What follows belongs to an exercise in optimizing a design on an open flow for small area, a short achievable clock period and few clock cycles; a production flow would make more cautious choices. Function was not checked in any run shown here: the RTL went through the layout flow alone. No activity file was given, so power comes from the tool's default toggle rates.

==> flow/design.v, too long to show whole: its modules and the start of the top module <==
// module booth_mul64: 972 lines
module booth_mul64(clk, reset_n, multiplier, multiplicand, op_start, op_clear, op_done, result);
  // ...
==> flow/flow/run.sh <==
#!/bin/bash
# Layout flow: the standard flow, with the port buffers made of the
# smallest plain buffer instead of the default delay buffer, and a clock tree
# of fewer buffers without dummy loads.
set -o pipefail
export BUFFER_PORTS_ARGS="-buffer_cell sky130_fd_sc_hd__buf_1"
export CTS_ARGS="-sink_clustering_enable -repair_clock_nets -dont_use_dummy_load -buf_list sky130_fd_sc_hd__clkbuf_16 -sink_clustering_size 22 -sink_clustering_max_diameter 110"
bash standard.sh > standard.log 2>&1
==> flow/standard.sh <==
#!/bin/bash
# synth_recipe.tcl (not shown) runs the flow's synth.tcl, then flattens the netlist and writes it again
# the make line also repeats each setting of config.mk as NAME=value (left out here)
make -C /OpenROAD-flow-scripts/flow DESIGN_CONFIG=/design/flow/config.mk WORK_HOME=/design/flow/orfs CLKGATE_MAP_FILE= SYNTH_SCRIPT=/design/flow/synth_recipe.tcl "${@:-finish}"
==> flow/config.mk <==
export PLATFORM = sky130hd
export DESIGN_NAME = booth_mul64
export DESIGN_NICKNAME = booth_mul64
export VERILOG_FILES = /design/flow/design.v
export SDC_FILE = /design/flow/constraint.sdc
export NUM_CORES = 4
export LEC_CHECK = 0
export ABC_AREA = 1
export CAP_MARGIN = 20
export CORE_MARGIN = 2
export CORE_UTILIZATION = 40
export SETUP_SLACK_MARGIN = 4.2
export SLEW_MARGIN = 20
==> flow/constraint.sdc <==
create_clock -name core_clock -period 7.0 [get_ports {clk}]
set_input_delay 1.4000 -clock core_clock [delete_from_list [all_inputs] [get_ports {clk}]]
set_output_delay 1.4000 -clock core_clock [all_outputs]
set_load 0.01 [all_outputs]
==> impl_results.html, run 1 <==
<table>
<tr><th>Metric</th><th>Value</th></tr>
<tr><th colspan="2">Cells and area</th></tr>
<tr><td>Total area of sequential cells</td><td>0.00681 mm²</td></tr>
<tr><td>Post-layout instance area</td><td>0.0269 mm²</td></tr>
<tr><td>Fraction of layout instances using a drive strength above 1</td><td>10.5%</td></tr>
<tr><th colspan="2">Synthesis</th></tr>
<tr><td>Cell with the most instances after synthesis</td><td>nand2_1</td></tr>
<tr><td>Number of nets in the synthesized netlist</td><td>3102</td></tr>
<tr><td>Cell types with the largest area share after synthesis</td><td>fa_1 (22%), dfxtp_1 (20%), xor2_1 (10%)</td></tr>
<tr><td>Complex-gate fraction of the synthesized area</td><td>11.0%</td></tr>
<tr><td>Post-synthesis instance area</td><td>0.0231 mm²</td></tr>
<tr><td>Cells after Synth</td><td>2630</td></tr>
<tr><th colspan="2">Power and ir drop</th></tr>
<tr><td>Switching part of the total</td><td>48.5%</td></tr>
<tr><td>Reported combinational group power</td><td>0.00814 W</td></tr>
<tr><td>Power Clock</td><td>0.00110 W</td></tr>
<tr><td>Biggest power consumer among the groups</td><td>combinational logic</td></tr>
<tr><th colspan="2">Route</th></tr>
<tr><td>Count of vias placed by the detailed router</td><td>20000</td></tr>
<tr><td>Top layer in use</td><td>met4</td></tr>
<tr><td>Routed wl met2</td><td>40.1 mm</td></tr>
<tr><td>Detailed-router iteration count before antenna repair</td><td>8</td></tr>
<tr><td>Routed via count divided by cell count</td><td>5.54</td></tr>
<tr><th colspan="2">Critical path</th></tr>
<tr><td>Crit. path cell count</td><td>9</td></tr>
<tr><td>Critical path endpoint</td><td>C[26]</td></tr>
<tr><td>R2R cell count</td><td>9</td></tr>
<tr><td>CP endpoint kind</td><td>flop</td></tr>
<tr><td>Startpoint of the most critical register-to-register path</td><td>bone0[0]</td></tr>
<tr><th colspan="2">STA</th></tr>
<tr><td>Smallest hold slack</td><td>0.439 ns</td></tr>
<tr><td>Minimum clock period</td><td>2.91 ns</td></tr>
<tr><td>Number of pins exceeding their max-slew limit in the final report</td><td>0</td></tr>
<tr><th colspan="2">Clock network</th></tr>
<tr><td>TritonCTS Buffers</td><td>18</td></tr>
<tr><td>Clock latency at the later pin of the worst-skew pair</td><td>0.58 ns</td></tr>
<tr><td>Number of H-tree branching levels</td><td>1</td></tr>
<tr><td>Cell chosen for the clock root</td><td>clkbuf_16</td></tr>
<tr><th colspan="2">Run status</th></tr>
<tr><td>Result of the run</td><td>complete, no violations</td></tr>
<tr><th colspan="2">Global routing</th></tr>
<tr><td>Vias in the first global route</td><td>20100</td></tr>
<tr><th colspan="2">Run</th></tr>
<tr><td>Count of max-cap constraint violations</td><td>0</td></tr>
<tr><th colspan="2">Hold path</th></tr>
<tr><td>Type of the worst min-delay path</td><td>reg -&gt; reg</td></tr>
</table>
==> inputs of run 2 (changes only) <==
--- a/flow/design.v
+++ b/flow/design.v
@@ -5,44 +5,34 @@
   output op_done;
   output [127:0] result;
   reg st_idle, st_busy, st_cpa, st_done;
   reg [2:0] cnt;
   reg [63:0] M;           
   reg [63:0] PL;          
   reg [64:0] S, C;        
   reg [7:0] SL, CL;       
-  reg [3:0] bone0, btwo0, bneg0;   
-  reg [3:0] bone1, btwo1, bneg1;   
-  reg [3:0] bone2, btwo2, bneg2;   
-  reg [3:0] bone3, btwo3, bneg3;   
+  reg [3:0] bop0, bon0, btp0, btn0;   
+  reg [3:0] bop1, bon1, btp1, btn1;   
   assign op_done = st_done;
   assign result = {S[63:0], PL};
   wire [64:0] xe  = {M[63], M};
   wire [64:0] x2e = {M, 1'b0};
   wire [64:0] pp0;
-  assign pp0[16:0] = (({17{bone0[0]}} & xe[16:0]) | ({17{btwo0[0]}} & x2e[16:0])) ^ {17{bneg0[0]}};
-  assign pp0[32:17] = (({16{bone1[0]}} | ~xe[32:17]) & ({16{btwo1[0]}} | ~x2e[32:17])) ^ {16{bneg1[0]}};
-  assign pp0[48:33] = (({16{bone2[0]}} & xe[48:33]) | ({16{btwo2[0]}} & x2e[48:33])) ^ {16{bneg2[0]}};
-  assign pp0[64:49] = (({16{bone3[0]}} | ~xe[64:49]) & ({16{btwo3[0]}} | ~x2e[64:49])) ^ {16{bneg3[0]}};
+  assign pp0[32:0] = ({33{bop0[0]}} & xe[32:0]) | ({33{bon0[0]}} & ~xe[32:0]) | ({33{btp0[0]}} & x2e[32:0]) | ({33{btn0[0]}} & ~x2e[32:0]);
+  assign pp0[64:33] = ~(({32{bop1[0]}} | ~xe[64:33]) & ({32{bon1[0]}} | xe[64:33]) & ({32{btp1[0]}} | ~x2e[64:33]) & ({32{btn1[0]}} | x2e[64:33]));
   wire [64:0] pp1;
-  assign pp1[16:0] = (({17{bone0[1]}} & xe[16:0]) | ({17{btwo0[1]}} & x2e[16:0])) ^ {17{bneg0[1]}};
-  assign pp1[32:17] = (({16{bone1[1]}} | ~xe[32:17]) & ({16{btwo1[1]}} | ~x2e[32:17])) ^ {16{bneg1[1]}};
-  assign pp1[48:33] = (({16{bone2[1]}} & xe[48:33]) | ({16{btwo2[1]}} & x2e[48:33])) ^ {16{bneg2[1]}};
-  assign pp1[64:49] = (({16{bone3[1]}} | ~xe[64:49]) & ({16{btwo3[1]}} | ~x2e[64:49])) ^ {16{bneg3[1]}};
+  assign pp1[32:0] = ({33{bop0[1]}} & xe[32:0]) | ({33{bon0[1]}} & ~xe[32:0]) | ({33{btp0[1]}} & x2e[32:0]) | ({33{btn0[1]}} & ~x2e[32:0]);
+  assign pp1[64:33] = ~(({32{bop1[1]}} | ~xe[64:33]) & ({32{bon1[1]}} | xe[64:33]) & ({32{btp1[1]}} | ~x2e[64:33]) & ({32{btn1[1]}} | x2e[64:33]));
   wire [64:0] pp2;
-  assign pp2[16:0] = (({17{bone0[2]}} & xe[16:0]) | ({17{btwo0[2]}} & x2e[16:0])) ^ {17{bneg0[2]}};
-  assign pp2[32:17] = (({16{bone1[2]}} | ~xe[32:17]) & ({16{btwo1[2]}} | ~x2e[32:17])) ^ {16{bneg1[2]}};
-  assign pp2[48:33] = (({16{bone2[2]}} & xe[48:33]) | ({16{btwo2[2]}} & x2e[48:33])) ^ {16{bneg2[2]}};
-  assign pp2[64:49] = (({16{bone3[2]}} | ~xe[64:49]) & ({16{btwo3[2]}} | ~x2e[64:49])) ^ {16{bneg3[2]}};
+  assign pp2[32:0] = ({33{bop0[2]}} & xe[32:0]) | ({33{bon0[2]}} & ~xe[32:0]) | ({33{btp0[2]}} & x2e[32:0]) | ({33{btn0[2]}} & ~x2e[32:0]);
+  assign pp2[64:33] = ~(({32{bop1[2]}} | ~xe[64:33]) & ({32{bon1[2]}} | xe[64:33]) & ({32{btp1[2]}} | ~x2e[64:33]) & ({32{btn1[2]}} | x2e[64:33]));
   wire [64:0] pp3;
-  assign pp3[16:0] = (({17{bone0[3]}} & xe[16:0]) | ({17{btwo0[3]}} & x2e[16:0])) ^ {17{bneg0[3]}};
-  assign pp3[32:17] = (({16{bone1[3]}} | ~xe[32:17]) & ({16{btwo1[3]}} | ~x2e[32:17])) ^ {16{bneg1[3]}};
-  assign pp3[48:33] = (({16{bone2[3]}} & xe[48:33]) | ({16{btwo2[3]}} & x2e[48:33])) ^ {16{bneg2[3]}};
-  assign pp3[64:49] = (({16{bone3[3]}} | ~xe[64:49]) & ({16{btwo3[3]}} | ~x2e[64:49])) ^ {16{bneg3[3]}};
+  assign pp3[32:0] = ({33{bop0[3]}} & xe[32:0]) | ({33{bon0[3]}} & ~xe[32:0]) | ({33{btp0[3]}} & x2e[32:0]) | ({33{btn0[3]}} & ~x2e[32:0]);
+  assign pp3[64:33] = ~(({32{bop1[3]}} | ~xe[64:33]) & ({32{bon1[3]}} | xe[64:33]) & ({32{btp1[3]}} | ~x2e[64:33]) & ({32{btn1[3]}} | x2e[64:33]));
   wire c8;
   reg first;
   wire [64:0] Si = S & {65{~first}};
   wire hs0, hc0, fs1, fc1, fs2, fc2, hs3, hc3, fs4, fc4, fs5, fc5, fs6, fc6, fs7, fc7, fs8, fc8, fs9, fc9, fs10, fc10, fs11, fc11, fs12, fc12, fs13, fc13, fs14, fc14, fs15, fc15, fs16, fc16, fs17, fc17, fs18, fc18, fs19, fc19, fs20, fc20, fs21, fc21, fs22, fc22, fs23, fc23, fs24, fc24, fs25, fc25, fs26, fc26, fs27, fc27, fs28, fc28, fs29, fc29, fs30, fc30, fs31, fc31, fs32, fc32, fs33, fc33, fs34, fc34, fs35, fc35, fs36, fc36, fs37, fc37, fs38, fc38, fs39, fc39, fs40, fc40, fs41, fc41, fs42, fc42, fs43, fc43, fs44, fc44, fs45, fc45, fs46, fc46, fs47, fc47, fs48, fc48, fs49, fc49, fs50, fc50, fs51, fc51, fs52, fc52, fs53, fc53, fs54, fc54, fs55, fc55, fs56, fc56, fs57, fc57, fs58, fc58, fs59, fc59, fs60, fc60, fs61, fc61, fs62, fc62, fs63, fc63, fs64, fc64, fs65, fc65, fs66, fc66, fs67, fc67, fs68, fc68, fs69, fc69, fs70, fc70, fs71, fc71, fs72, fc72, fs73, fc73, fs74, fc74, fs75, fc75, fs76, fc76, fs77, fc77, fs78, fc78, fs79, fc79, fs80, fc80, fs81, fc81, fs82, fc82, fs83, fc83, fs84, fc84, fs85, fc85, fs86, fc86, fs87, fc87, fs88, fc88, fs89, fc89, fs90, fc90, fs91, fc91, fs92, fc92, fs93, fc93, fs94, fc94, fs95, fc95, fs96, fc96, fs97, fc97, fs98, fc98, fs99, fc99, fs100, fc100, fs101, fc101, fs102, fc102, fs103, fc103, fs104, fc104, fs105, fc105, fs106, fc106, fs107, fc107, fs108, fc108, fs109, fc109, fs110, fc110, fs111, fc111, fs112, fc112, fs113, fc113, fs114, fc114, fs115, fc115, fs116, fc116, fs117, fc117, fs118, fc118, fs119, fc119, fs120, fc120, hs121, hc121, hs122, hc122, fs123, fc123, fs124, fc124, fs125, fc125, fs126, fc126, fs127, fc127, fs128, fc128, fs129, fc129, fs130, fc130, fs131, fc131, fs132, fc132, fs133, fc133, fs134, fc134, fs135, fc135, fs136, fc136, fs137, fc137, fs138, fc138, fs139, fc139, fs140, fc140, fs141, fc141, fs142, fc142, fs143, fc143, fs144, fc144, fs145, fc145, fs146, fc146, fs147, fc147, fs148, fc148, fs149, fc149, fs150, fc150, fs151, fc151, fs152, fc152, fs153, fc153, fs154, fc154, fs155, fc155, fs156, fc156, fs157, fc157, fs158, fc158, fs159, fc159, fs160, fc160, fs161, fc161, fs162, fc162, fs163, fc163, fs164, fc164, fs165, fc165, fs166, fc166, fs167, fc167, fs168, fc168, fs169, fc169, fs170, fc170, fs171, fc171, fs172, fc172, fs173, fc173, fs174, fc174, fs175, fc175, fs176, fc176, fs177, fc177, fs178, fc178, fs179, fc179, fs180, fc180, fs181, fc181, fs182, fc182, fs183, fc183, fs184, fc184, fs185, fc185, fs186, fc186, fs187, fc187, hs188, hc188, hs189, hc189, fs190, fc190, fs191, fc191, fs192, fc192, fs193, fc193, fs194, fc194, fs195, fc195, fs196, fc196, fs197, fc197, fs198, fc198, fs199, fc199, fs200, fc200, fs201, fc201, fs202, fc202, fs203, fc203, fs204, fc204, fs205, fc205, fs206, fc206, fs207, fc207, fs208, fc208, fs209, fc209, fs210, fc210, fs211, fc211, fs212, fc212, fs213, fc213, fs214, fc214, fs215, fc215, fs216, fc216, fs217, fc217, fs218, fc218, fs219, fc219, fs220, fc220, fs221, fc221, fs222, fc222, fs223, fc223, fs224, fc224, fs225, fc225, fs226, fc226, fs227, fc227, fs228, fc228, fs229, fc229, fs230, fc230, fs231, fc231, fs232, fc232, fs233, fc233, fs234, fc234, fs235, fc235, fs236, fc236, fs237, fc237, fs238, fc238, fs239, fc239, fs240, fc240, fs241, fc241, fs242, fc242, fs243, fc243, fs244, fc244, fs245, fc245, fs246, fc246, fs247, fc247, fs248, fc248, fs249, fc249, fs250, fc250, fs251, fc251, fs252, fc252, fs253, fc253, fs254, fc254, fs255, fc255, fs256, fc256, fs257, fc257, hs258, hc258;
   assign hs0 = C[4] ^ Si[4];
   assign hc0 = C[4] & Si[4];
   assign fs1 = C[5] ^ Si[5] ^ pp0[5];
   assign fc1 = (C[5] & Si[5]) | (C[5] & pp0[5]) | (Si[5] & pp0[5]);
@@ -950,20 +940,18 @@
       st_busy <= ~op_clear & ((st_idle & op_start) | (st_busy & (cnt != 3'd7)));
       st_cpa  <= ~op_clear & st_busy & (cnt == 3'd7);
       st_done <= ~op_clear & (st_cpa | st_done);
       cnt <= st_busy ? cnt + 3'd1 : 3'd0;
       first <= st_idle;
     end
   always @(posedge clk) begin
     M <= multiplicand;
-    bone0 <= n_one; btwo0 <= n_two; bneg0 <= n_neg;
-    bone1 <= ~n_one; btwo1 <= ~n_two; bneg1 <= ~n_neg;
-    bone2 <= n_one; btwo2 <= n_two; bneg2 <= n_neg;
-    bone3 <= ~n_one; btwo3 <= ~n_two; bneg3 <= ~n_neg;
+    bop0 <= (n_one & ~n_neg); bon0 <= (n_one & n_neg); btp0 <= (n_two & ~n_neg); btn0 <= (n_two & n_neg);
+    bop1 <= ~(n_one & ~n_neg); bon1 <= ~(n_one & n_neg); btp1 <= ~(n_two & ~n_neg); btn1 <= ~(n_two & n_neg);
     if (st_idle) PL <= multiplier;
     else if (st_busy | st_cpa) PL <= {sum[7:0], PL[63:8]};
     if (st_busy) S <= TS[72:8];
     else S[63:0] <= sum[71:8];
     if (st_busy) begin
       C <= TC[72:8]; SL <= TS[7:0]; CL <= TC[7:0];
     end else begin
       C <= {st_idle, ninit & {64{st_idle}}}; SL <= 8'd0; CL <= 8'd0;
==> flow/config.mk (replaced) <==
export PLATFORM = sky130hd
export DESIGN_NAME = booth_mul64
export DESIGN_NICKNAME = booth_mul64
export VERILOG_FILES = /design/flow/design.v
export SDC_FILE = /design/flow/constraint.sdc
export NUM_CORES = 4
export LEC_CHECK = 0
export ABC_AREA = 1
export CAP_MARGIN = 20
export CORE_MARGIN = 2
export CORE_UTILIZATION = 40
export SETUP_SLACK_MARGIN = 4.0
export SLEW_MARGIN = 20
==> run 2 against run 1 <==
Against the previous run:
- largest power group unchanged
- register-to-register slack got worse by 0.04 ns
- worst setup slack got worse by 0.044 ns
- sequential share of layout area decreased by 0.24 points
- sequential power increased by 6%
- still clean on timing, DRC and antenna
- clock power increased by 8%
==> impl_results.html, run 2 <==
<table>
<tr><th>Metric</th><th>Value</th></tr>
<tr><th colspan="2">Global routing</th></tr>
<tr><td>Overall global routing resource usage</td><td>27.0%</td></tr>
<tr><td>Remaining global-route overflow</td><td>0</td></tr>
<tr><td>Global-route wire length before repair</td><td>136 mm</td></tr>
<tr><td>Vias in the first global route</td><td>21700 (+7.9%)</td></tr>
<tr><td>Antenna violations before repair</td><td>1</td></tr>
<tr><td>Pin count of the biggest net entering global routing</td><td>75</td></tr>
<tr><th colspan="2">Cells and area</th></tr>
<tr><td>Post-layout instance area</td><td>0.0281 mm² (+4.6%)</td></tr>
<tr><td>Final non-filler cell total</td><td>4317</td></tr>
<tr><td>Most frequent cells in the layout</td><td>nand2_1 (838), inv_1 (498), nor2_1 (344), buf_1 (260), fa_1 (252)</td></tr>
<tr><td>Most frequent standard cell in the layout excluding fill and tap cells</td><td>nand2_1</td></tr>
<tr><td>Count of inserted antenna diode cells</td><td>0</td></tr>
<tr><td>Area used by multi-input combinational logic</td><td>0.0159 mm²</td></tr>
<tr><td>Fraction of layout instances using a drive strength above 1</td><td>7.09% (-3.4 points)</td></tr>
<tr><td>Layout overhead on the synthesized area</td><td>10.9%</td></tr>
<tr><td>Number of nets at the end of the flow</td><td>3945</td></tr>
<tr><td>Total area of sequential cells</td><td>0.00706 mm² (+3.6%)</td></tr>
<tr><td>Filler cell count</td><td>6459</td></tr>
<tr><th colspan="2">Critical path</th></tr>
<tr><td>Most Frequent Cell on Critical Path</td><td>fa_1</td></tr>
<tr><td>Worst Path Max Fanout</td><td>16</td></tr>
<tr><td>CP delay by family, top</td><td>adder cells</td></tr>
<tr><td>CP required</td><td>7.47 ns</td></tr>
<tr><td>Worst R2R End</td><td>C[16]</td></tr>
<tr><td>Highest cell delay on the worst timing path</td><td>0.60 ns</td></tr>
<tr><td>Critical path endpoint</td><td>C[16]</td></tr>
<tr><td>Max stage delay cell, worst path</td><td>fa_1</td></tr>
<tr><td>Launching element of the worst setup path</td><td>bon0[0]</td></tr>
<tr><td>Startpoint of the most critical register-to-register path</td><td>bon0[0]</td></tr>
<tr><td>CP endpoint kind</td><td>flop</td></tr>
<tr><td>Kind of critical path</td><td>reg -&gt; reg</td></tr>
<tr><td>Startpoint kind of the worst setup timing path</td><td>flop</td></tr>
<tr><td>Crit. path cell count</td><td>10 (+1)</td></tr>
<tr><td>Crit path buffers/inverters</td><td>3</td></tr>
<tr><td>Data arrival at the endpoint of the critical path</td><td>3.42 ns</td></tr>
<tr><td>Cell-by-cell listing of the critical path</td><td>inv_2, buf_12, clkbuf_16, nand2_1, o21ai_0, o211ai_1, fa_1, fa_1, fa_1, a32o_1</td></tr>
<tr><td>Reg-to-reg slack, setup</td><td>4.05 ns</td></tr>
<tr><td>R2R cell count</td><td>10 (+1)</td></tr>
<tr><th colspan="2">Route</th></tr>
<tr><td>Count of vias placed by the detailed router</td><td>23300 (+16%)</td></tr>
<tr><td>Routed via count divided by cell count</td><td>5.39 (-2.6%)</td></tr>
<tr><td>Number of DRC violations after detailed routing</td><td>0</td></tr>
<tr><td>Iteration-0 DRC Markers</td><td>2515</td></tr>
<tr><td>Remaining number of nets flagged by the antenna check after routing</td><td>0</td></tr>
<tr><td>Detailed-router iteration count before antenna repair</td><td>7 (-1)</td></tr>
<tr><td>Total Wirelength</td><td>91.2 mm</td></tr>
<tr><td>WL/cell</td><td>21.1 µm</td></tr>
<tr><th colspan="2">Synthesis</th></tr>
<tr><td>Cell with the most instances after synthesis</td><td>nand2_1</td></tr>
<tr><td>Share of async-settable or async-resettable flops after synthesis</td><td>2.56%</td></tr>
<tr><td>Most frequent cells after synthesis</td><td>nand2_1 (839), inv_1 (508), nor2_1 (346)</td></tr>
<tr><td>Number of synthesized flops with an enable pin</td><td>64</td></tr>
<tr><td>Sequential element share of the synthesized area</td><td>27.3%</td></tr>
<tr><td>Number of warnings reported in the yosys synthesis log</td><td>1</td></tr>
<tr><td>Post-synthesis instance area</td><td>0.0254 mm² (+10%)</td></tr>
<tr><td>Count of different cell masters after synthesis</td><td>47</td></tr>
<tr><td>Area share of the largest cell type after synthesis</td><td>20.1%</td></tr>
<tr><td>Main synth FF type</td><td>dfxtp_1</td></tr>
<tr><td>Cell types with the largest area share after synthesis</td><td>fa_1 (20%), dfxtp_1 (19%), nand2_1 (12%)</td></tr>
<tr><td>#FFs+latches synth</td><td>312</td></tr>
<tr><td>Library cell occupying the most area in the post-synthesis netlist</td><td>fa_1</td></tr>
<tr><td>Average footprint of a synthesized cell</td><td>7.59 µm²</td></tr>
<tr><td>Number of nets in the synthesized netlist</td><td>3812 (+23%)</td></tr>
<tr><td>Cells after Synth</td><td>3340 (+27%)</td></tr>
<tr><th colspan="2">STA</th></tr>
<tr><td>Worst-case clock skew</td><td>0.0379 ns</td></tr>
<tr><td>Achievable Freq</td><td>0.339 GHz</td></tr>
<tr><td>Worst slew pin tran</td><td>1.13 ns</td></tr>
<tr><td>Count of final hold-check violations</td><td>0</td></tr>
<tr><td>Rel. slew slack</td><td>24.1%</td></tr>
<tr><td>Setup repair after global routing missed its margin</td><td>yes</td></tr>
<tr><td>TNS Setup</td><td>0 ns</td></tr>
<tr><td>Smallest hold slack</td><td>0.446 ns (+0.00703 ns)</td></tr>
<tr><td>Number of pins exceeding their max-slew limit in the final report</td><td>0 (unchanged)</td></tr>
<tr><td>Final period utilization</td><td>42.2%</td></tr>
<tr><td>Total setup violations reported at the end of the flow</td><td>0</td></tr>
<tr><td>Minimum clock period</td><td>2.95 ns (+0.0435 ns)</td></tr>
<tr><th colspan="2">Floorplanning</th></tr>
<tr><td>CORE AREA</td><td>0.0629 mm²</td></tr>
<tr><td>DIE HEIGHT</td><td>256 µm</td></tr>
<tr><td>FP Rows</td><td>92</td></tr>
<tr><td>Io pins</td><td>261</td></tr>
<tr><td>Die X</td><td>256 µm</td></tr>
<tr><td>Initial Utilization</td><td>40.3%</td></tr>
<tr><td>Die area</td><td>0.0654 mm²</td></tr>
<tr><th colspan="2">Clock network</th></tr>
<tr><td>Clock tree sinks</td><td>312</td></tr>
<tr><td>Maximum root-to-sink buffer count</td><td>3</td></tr>
<tr><td>Clock latency at the later pin of the worst-skew pair</td><td>0.57 ns (about the same)</td></tr>
<tr><td>Clk slew on worst S/H paths</td><td>0.10 ns</td></tr>
<tr><td>TritonCTS clock tree</td><td>built</td></tr>
<tr><td>TritonCTS Buffers</td><td>20 (+2)</td></tr>
<tr><td>Hold_buf cts</td><td>0</td></tr>
<tr><td>Cell chosen for the clock root</td><td>clkbuf_16</td></tr>
<tr><td>Number of H-tree branching levels</td><td>1 (unchanged)</td></tr>
<tr><th colspan="2">Run status</th></tr>
<tr><td>Result of the run</td><td>complete, no violations</td></tr>
<tr><th colspan="2">Placement</th></tr>
<tr><td>Placed cells</td><td>4266</td></tr>
<tr><td>Count of input and output buffers</td><td>260</td></tr>
<tr><td>Final weighted congestion in routability-driven placement</td><td>0.927</td></tr>
<tr><td>Dpl cell area</td><td>0.0268 mm²</td></tr>
<tr><td>DP HPWL</td><td>66.7 mm</td></tr>
<tr><th colspan="2">Power and ir drop</th></tr>
<tr><td>Internal portion of total power</td><td>0.00550 W</td></tr>
<tr><td>Relative contribution of combinational cells to total power</td><td>62.1%</td></tr>
<tr><td>Net switching power</td><td>0.00543 W</td></tr>
<tr><td>Peak supply drop</td><td>226 µV</td></tr>
<tr><td>Static Leak</td><td>13.1 nW</td></tr>
<tr><td>Switching part of the total</td><td>49.7% (+1.1 points)</td></tr>
<tr><td>Power density of the placed cells</td><td>389 mW/mm²</td></tr>
<tr><td>Clock Power Share</td><td>10.9%</td></tr>
<tr><td>Sequential cell fraction of total power</td><td>27.1%</td></tr>
<tr><th colspan="2">Hold path</th></tr>
<tr><td>Type of the worst min-delay path</td><td>reg -&gt; reg</td></tr>
<tr><td>Instance count along the most critical hold path</td><td>1</td></tr>
<tr><th colspan="2">Run</th></tr>
<tr><td>Count of max-cap constraint violations</td><td>0 (unchanged)</td></tr>
</table>
-- run 2: cell types whose count changed after synthesis, moves of 81 or more --
cell      change
o22ai_1     -252
clkbuf_1     +81
nand2_1     +249
nor2_1      +205
o21ai_0     +225
inv_1       +185
xor2_1      -261
a221oi_1     +84
a211oi_1    +100
-- run 2: metal layers --
metal	vias up	routed length [µm]	global-route usage [%]
met3	132	8120	4.42
met1	11000	38900	38.0
met2	1167	41700	43.4
met4	0	2560	6.73
li1	10900	-	-
met5	-	0	0
-- run 2: worst min-delay path by stage --
stage                        from      to  slack (ns)
after floorplan           st_idle   first        0.39
after CTS                  cnt[0]  cnt[0]        0.45
after detailed placement   cnt[0]  cnt[0]        0.43
after global routing       cnt[0]  cnt[0]        0.46
final                      cnt[0]  cnt[0]        0.45
after global placement     cnt[0]  cnt[0]        0.43
-- run 2: area by class of cell --
class,instances,area share [%]
repair buffers,314,5.62
inverters,520,7.09
repair inverters,4,0.102
multi-input cells,2301,56.5
clock buffers,20,1.78
well taps,846,3.77
flip-flops and latches,312,25.1
-- run 2: cells by family (layout without fill, tap and decap cells) --
kind of cell / Yosys count / after routing / share of synthesized area [%]
simple gates: 1320 / 1320 / 20.8
buf+inv: 727 / 858 / 10.8
compound gates: 631 / 631 / 16.4
fa+ha+maj: 340 / 340 / 24.3
flops: 312 / 312 / 27.3
xor+xnor: 9 / 9 / 0.311
mux: 1 / 1 / 0.0395
-- run 2: stage by stage --
step / util, % / total power (W) / worst slack, ns
after floorplan: - / 0.00739 / 4.03
after global placement: 42.7 / 0.00957 / 3.33
after detailed placement: 42.7 / 0.00962 / 3.25
after CTS: 44.1 / 0.0109 / 3.93
after global routing: 44.7 / 0.0120 / 3.95
final: 44.7 / 0.0109 / 4.05
-- run 2: timing repair --
item	4_1_cts	5_1_grt
setup endpoints to repair	210	94
setup buffers	16	10
cloned	4	1
gates resized for setup	81	107
pin swaps	0	12
-- run 2: power by group through the flow --
| stage | sequential (W) | clock, W | combinational, W |
|---|---|---|---|
| finish | 0.00296 | 0.00119 | 0.00679 |
| global route | 0.00301 | 0.00127 | 0.00776 |
| floorplan | 0.00276 | 0 | 0.00463 |
| global placement | 0.00302 | 0 | 0.00655 |
| CTS | 0.00297 | 0.00121 | 0.00673 |
| detailed placement | 0.00300 | 0 | 0.00662 |

-- afterwards: timing with drivers on the ports --
The flow's constraints put no driver on any port. The routed layouts listed below were extracted and timed again, unchanged, in two steps. Step 1 assumes that a clkbuf_16 drives the clock port and a buf_2 every other input. Step 2 moves the port delays by t, midway between the first and last clock arrival at a register: inputs arrive t later, outputs are due t later. That takes back most of the time a late clock gives input paths. Slacks: no drivers / after step 1 / after step 2; pairs: no drivers / after step 1.
run	t (ns)	setup slack, ns	clock arrival spread, ns
run 1	0.591	4.091 / 4.091 / 4.091	0.101 / 0.101
run 2	0.613	4.048 / 4.048 / 3.782	0.038 / 0.038
After both steps every run listed still meets setup and hold. For run 2, which loses most, drivers alone change the setup slack by 0.000 ns; drivers and shift together by -0.266 ns.
